Background: an optimization exercise with open tools, aiming at small area and a short achievable clock period. Do not read the settings as production practice. Only simulation tests tie the RTL to the original design; equivalence was not proved. Power figures rest on the tool's default switching activity, not on a simulated workload.

Setup of alpha:
Design pe_array, start of the top module:
module pe_array (
  input wire [3:0] sw_output_1,
  input wire [3:0] sw_output_2,
  input wire [3:0] sw_output_3,
  input wire [3:0] sw_output_4,
  input wire [3:0] sw_output_5,
  input wire [3:0] sw_output_6,
  input wire [3:0] sw_output_7,
  input wire [3:0] sw_output_8,
  input wire [3:0] sw_output_9,
  input wire [3:0] sw_output_10,
  input wire [3:0] sw_output_11,
  input wire [3:0] sw_output_12,
  input wire [3:0] sw_output_13,
  input wire [3:0] sw_output_14,
  input wire [3:0] sw_output_15,
  input wire [3:0] sw_output_16,
  input wire [3:0] sw_output_17,
  input wire [3:0] sw_output_18,
  input wire [3:0] sw_output_19,
  input wire [3:0] sw_output_20,
  input wire [3:0] sw_output_21,
  input wire [3:0] sw_output_22,
  input wire [3:0] sw_output_23,
  input wire [3:0] sw_output_24,
  input wire [3:0] sw_output_25,
  input wire [3:0] sw_output_26,
  input wire [3:0] sw_output_27,
  input wire [3:0] sw_output_28,
  input wire [3:0] sw_output_29,
  input wire [3:0] sw_output_30,
  input wire [3:0] sw_output_31,
  input wire [3:0] sw_output_32,
  input wire [3:0] sw_output_33,
  input wire [3:0] sw_output_34,
  input wire [3:0] sw_output_35,
  input wire [3:0] sw_output_36,
  input wire [3:0] sw_output_37,
  input wire [3:0] sw_output_38,
  input wire [3:0] sw_output_39,
  input wire [3:0] sw_output_40,
  input wire [3:0] sw_output_41,
  input wire [3:0] sw_output_42,
  ...
Size: roughly 8000 cells after synthesis, about 760 I/O pins, ~92000 um^2 of cells after synthesis.
==> flow/config.mk <==
export PLATFORM = sky130hd
export DESIGN_NAME = pe_array
export DESIGN_NICKNAME = pe_array
export VERILOG_FILES = /design/flow/design.v
export SDC_FILE = /design/flow/constraint.sdc
export NUM_CORES = 4
export LEC_CHECK = 0
export CAP_MARGIN = 20
export CORE_MARGIN = 2
export CORE_UTILIZATION = 60
export CTS_CLUSTER_DIAMETER = 100
export CTS_CLUSTER_SIZE = 30
export SETUP_SLACK_MARGIN = 2.15
export SLEW_MARGIN = 20
export SYNTH_HIERARCHICAL = 1
==> flow/constraint.sdc <==
create_clock -name core_clock -period 4.5 [get_ports {clk}]
set_input_delay 0.9000 -clock core_clock [delete_from_list [all_inputs] [get_ports {clk}]]
set_output_delay 0.9000 -clock core_clock [all_outputs]
set_load 0.01 [all_outputs]
standard.sh (not shown) runs the stock make flow with config.mk's settings and CLKGATE_MAP_FILE= SYNTH_SCRIPT=/design/flow/synth_recipe.tcl, a recipe that flattens the netlist after the stock synthesis.
==> flow/flow/run.sh <==
#!/bin/bash
# Standard layout, with plain buffers (instead of delay cells) on the ports.
set -euo pipefail
bash standard.sh "BUFFER_PORTS_ARGS=-buffer_cell sky130_fd_sc_hd__buf_1" finish > standard_flow.log 2>&1
Input-level comparison between beta and alpha:
- a change of SETUP_SLACK_MARGIN from 2.15 to 2.0
==> run summary <==
beta reached the final stage; the timing, design-rule and antenna checks on its layout passed. On clock insertion delay at the later pin of the skew report, beta tracks alpha almost exactly. Comparing alpha against beta, there is no change at all in number of rows in the core area. Between alpha and beta, the flow reports number of vias per cell after detailed routing decreasing slightly. beta vs alpha: design area down in beta.
Relative to beta, the following input files were edited for gamma:
==> flow/flow/run.sh <==
#!/bin/bash
# Standard layout, with plain buffers (instead of delay cells) on the ports.
set -euo pipefail
bash standard.sh "BUFFER_PORTS_ARGS=-buffer_cell sky130_fd_sc_hd__buf_2" finish > standard_flow.log 2>&1
[summary]
- The layout-stage area growth over the synthesis result of gamma is higher than that of beta.
- ~same worst hold slack after final layout in gamma and beta
- From beta to gamma the numbers moved as follows: cell area has increased, minimum period implied by the final worst setup slack has decreased, sequential share of layout area saw a decrease, switching share of power neither gained nor lost much, count of clock-buffer cells in the layout went up.
- gamma vs. beta: sequential cell area in the final layout stayed essentially flat, routed wire length stayed essentially flat.

* * *

pe_array, a different RTL version from the one above (not shown whole).
Size: ~7900 cells after synthesis, about 92000 sq um of cells after synthesis.
==> flow/config.mk <==
export PLATFORM = sky130hd
export DESIGN_NAME = pe_array
export DESIGN_NICKNAME = pe_array
export VERILOG_FILES = /design/flow/design.v
export SDC_FILE = /design/flow/constraint.sdc
export NUM_CORES = 4
export LEC_CHECK = 0
export CAP_MARGIN = 20
export CORE_MARGIN = 2
export CORE_UTILIZATION = 60
export CTS_CLUSTER_DIAMETER = 100
export CTS_CLUSTER_SIZE = 30
export SETUP_SLACK_MARGIN = 2.15
export SLEW_MARGIN = 20
export SYNTH_HIERARCHICAL = 1
==> flow/constraint.sdc <==
create_clock -name core_clock -period 4.5 [get_ports {clk}]
set_input_delay 0.9000 -clock core_clock [delete_from_list [all_inputs] [get_ports {clk}]]
set_output_delay 0.9000 -clock core_clock [all_outputs]
set_load 0.01 [all_outputs]
==> flow/flow/run.sh <==
#!/bin/bash
# Standard layout, with plain buffers (instead of delay cells) on the ports.
set -euo pipefail
bash standard.sh "BUFFER_PORTS_ARGS=-buffer_cell sky130_fd_sc_hd__buf_1" finish > standard_flow.log 2>&1
The first run completed with no timing, DRC or antenna violations.
Rerun with:
- SETUP_SLACK_MARGIN: 2.15 -> 2.0
Sequential share of layout area climbs by 0.43 points. Via count is about the same. Die area stays the same. Count of clock-buffer cells in the layout does not change. Area after synthesis does not change. Total power goes down by 0.34%. Utilization fell by 0.63 points. Final cell count is about the same.
Rerun with:
- SETUP_SLACK_MARGIN: 2.0 -> 2.3
What happened: The new run went through all stages and came out clean; routed wire length is higher by 1.5%; setup slack improved by 75 ps; die area stays the same; total power goes up by 0.43%; clock-buffer cell count stays the same; combinational power grows by about 2%; clock skew stays flat; design area rises by 1.3%; via count is about the same; non-clock buffer count increases by 8; final cell count stays flat.

* * *

Setup of job 101:
Another version of the RTL of pe_array (not shown whole).
For scale: ~7000 cells after synthesis, about 760 I/O pins, about 93000 um2 of cells after synthesis.
==> flow/design.v (excerpt) <==
module pe_array (
  input wire [3:0] sw_output_1,
  input wire [3:0] sw_output_2,
  input wire [3:0] sw_output_3,
  input wire [3:0] sw_output_4,
  input wire [3:0] sw_output_5,
  input wire [3:0] sw_output_6,
  input wire [3:0] sw_output_7,
  input wire [3:0] sw_output_8,
  input wire [3:0] sw_output_9,
  input wire [3:0] sw_output_10,
  input wire [3:0] sw_output_11,
  input wire [3:0] sw_output_12,
  input wire [3:0] sw_output_13,
  input wire [3:0] sw_output_14,
  input wire [3:0] sw_output_15,
  input wire [3:0] sw_output_16,
  input wire [3:0] sw_output_17,
  input wire [3:0] sw_output_18,
  input wire [3:0] sw_output_19,
  input wire [3:0] sw_output_20,
  input wire [3:0] sw_output_21,
  input wire [3:0] sw_output_22,
  input wire [3:0] sw_output_23,
  input wire [3:0] sw_output_24,
  input wire [3:0] sw_output_25,
  input wire [3:0] sw_output_26,
  input wire [3:0] sw_output_27,
  input wire [3:0] sw_output_28,
  input wire [3:0] sw_output_29,
  input wire [3:0] sw_output_30,
  input wire [3:0] sw_output_31,
  input wire [3:0] sw_output_32,
  input wire [3:0] sw_output_33,
  input wire [3:0] sw_output_34,
  input wire [3:0] sw_output_35,
  input wire [3:0] sw_output_36,
  input wire [3:0] sw_output_37,
  input wire [3:0] sw_output_38,
  input wire [3:0] sw_output_39,
  input wire [3:0] sw_output_40,
  input wire [3:0] sw_output_41,
  input wire [3:0] sw_output_42,
  input wire [3:0] sw_output_43,
  input wire [3:0] sw_output_44,
  input wire [3:0] sw_output_45,
  input wire [3:0] sw_output_46,
  input wire [3:0] sw_output_47,
  input wire [3:0] sw_output_48,
  input wire [3:0] sw_output_49,
  input wire [3:0] sw_output_50,
  input wire [3:0] sw_output_51,
  input wire [3:0] sw_output_52,
  input wire [3:0] sw_output_53,
  input wire [3:0] sw_output_54,
  input wire [3:0] sw_output_55,
  input wire [3:0] sw_output_56,
  input wire [3:0] sw_output_57,
  input wire [3:0] sw_output_58,
  input wire [3:0] sw_output_59,
  ...
Settings: LEC_CHECK=0, CAP_MARGIN=20, CORE_MARGIN=2, CORE_UTILIZATION=60, SETUP_SLACK_MARGIN=2.0, SLEW_MARGIN=20, SYNTH_HIERARCHICAL=1; clock period 4.5 ns.
==> flow/flow/run.sh <==
#!/bin/bash
# Standard layout, with plain buffers (instead of delay cells) on the ports.
set -euo pipefail
bash standard.sh "BUFFER_PORTS_ARGS=-buffer_cell sky130_fd_sc_hd__buf_2" finish > standard_flow.log 2>&1
Modified inputs, job 102 compared to job 101
Settings: CTS_CLUSTER_DIAMETER now 100, previously not set; CTS_CLUSTER_SIZE now 30, previously not set.
==> flow/flow/run.sh <==
#!/bin/bash
# Standard layout, with plain buffers (instead of delay cells) on the ports.
set -euo pipefail
bash standard.sh "BUFFER_PORTS_ARGS=-buffer_cell sky130_fd_sc_hd__buf_1" finish > standard_flow.log 2>&1
--- outcome ---
Power: job 101 and job 102 compared, higher one is job 101
NOTE: leakage dissipation in job 102 falls short of that of job 101
Compared with job 101, in job 102 die outline height closely matched the old numbers; wire length decreased by 3.4% relative to the old numbers; count of clock-buffer cells in the layout decreased by about 70% relative to the old numbers; count of filler cells inserted in the layout increased by 551 relative to the old numbers.
Relative to job 101, the worst setup slack of job 102 is higher by 5.8 ps.
Lower first-pass GRT wire length was reported by job 102, not job 101.
Here is what was changed in the inputs of job 103 compared with job 102.
Settings: CORE_UTILIZATION changed from 60 to 70.
==> flow/flow/run.sh <==
#!/bin/bash
# Standard layout, with plain buffers (instead of delay cells) on the ports.
set -euo pipefail
bash standard.sh "BUFFER_PORTS_ARGS=-buffer_cell sky130_fd_sc_hd__buf_2" finish > standard_flow.log 2>&1
Of job 102 and job 103, the run reporting the higher clock share of power was job 102.
Job 102 → job 103: met3 usage in global routing shows no meaningful change, non-clock buffer count shows no meaningful change, global routing usage on met2 shows an increase of 6.2 points, total power shows an increase of about 0.36%, smallest hold slack shows no meaningful change.
Job 103 vs. job 102: number of fillers in the final layout fell by 2925, area of the die fell by 14%, worst setup slack fell by 56 ps.
Modified inputs, job 104 compared to job 103
Settings: changing CORE_UTILIZATION from 70 to 60.
[summary]
- On non-clock buffer count, the lower figure sits with job 104, not job 103.
- Diff job 103 and job 104: half-perimeter wire length of the detailed placement result higher in job 104
- In the reports for job 103 and job 104, the larger fill cell instance count of the final layout belongs to job 104.

-- static timing again, ports no longer ideal --
In the flow no input, the clock included, has a driving cell. The finished layouts below were timed again as built, in two steps. Step 1 sets driving cells, clkbuf_16 on the clock port and buf_2 on the other inputs (assumed; they add their load-dependent delay and slew). Step 2 times the ports against the registers' clock, not the clock port: input delays grow and output delays shrink by t, the midpoint of the rising clock arrivals with the driver on. a / b / c = ideal ports / drivers / drivers and shift; a / b = the first two.
| run | t (ns) | slack for setup (ns) | worst hold slack (ns) |
|---|---|---|---|
| alpha | 0.769 | 2.134 / 1.908 / 1.328 | 0.337 / 0.331 / 0.337 |
| beta | 0.766 | 2.055 / 1.953 / 1.328 | 0.337 / 0.333 / 0.337 |
| gamma | 0.767 | 2.059 / 2.059 / 1.363 | 0.340 / 0.332 / 0.340 |
| the first run of note 2 | 0.765 | 2.132 / 1.858 / 1.475 | 0.327 / 0.269 / 0.332 |
| the second run of note 2 | 0.766 | 2.058 / 1.919 / 1.485 | 0.327 / 0.269 / 0.333 |
| the third run of note 2 | 0.765 | 2.133 / 1.880 / 1.507 | 0.332 / 0.332 / 0.332 |
| job 101 | 0.872 | 2.048 / 1.919 / 1.349 | 0.326 / 0.289 / 0.326 |
| job 102 | 0.766 | 2.054 / 1.833 / 1.342 | 0.337 / 0.337 / 0.337 |
| job 103 | 0.760 | 1.998 / 1.907 / 1.396 | 0.336 / 0.336 / 0.336 |
| job 104 | 0.766 | 2.033 / 1.897 / 1.352 | 0.334 / 0.334 / 0.334 |
After both steps setup and hold are still met in every run listed. The setup slack of alpha, which loses most, moves by -0.226 ns with the drivers and by -0.806 ns with both steps.
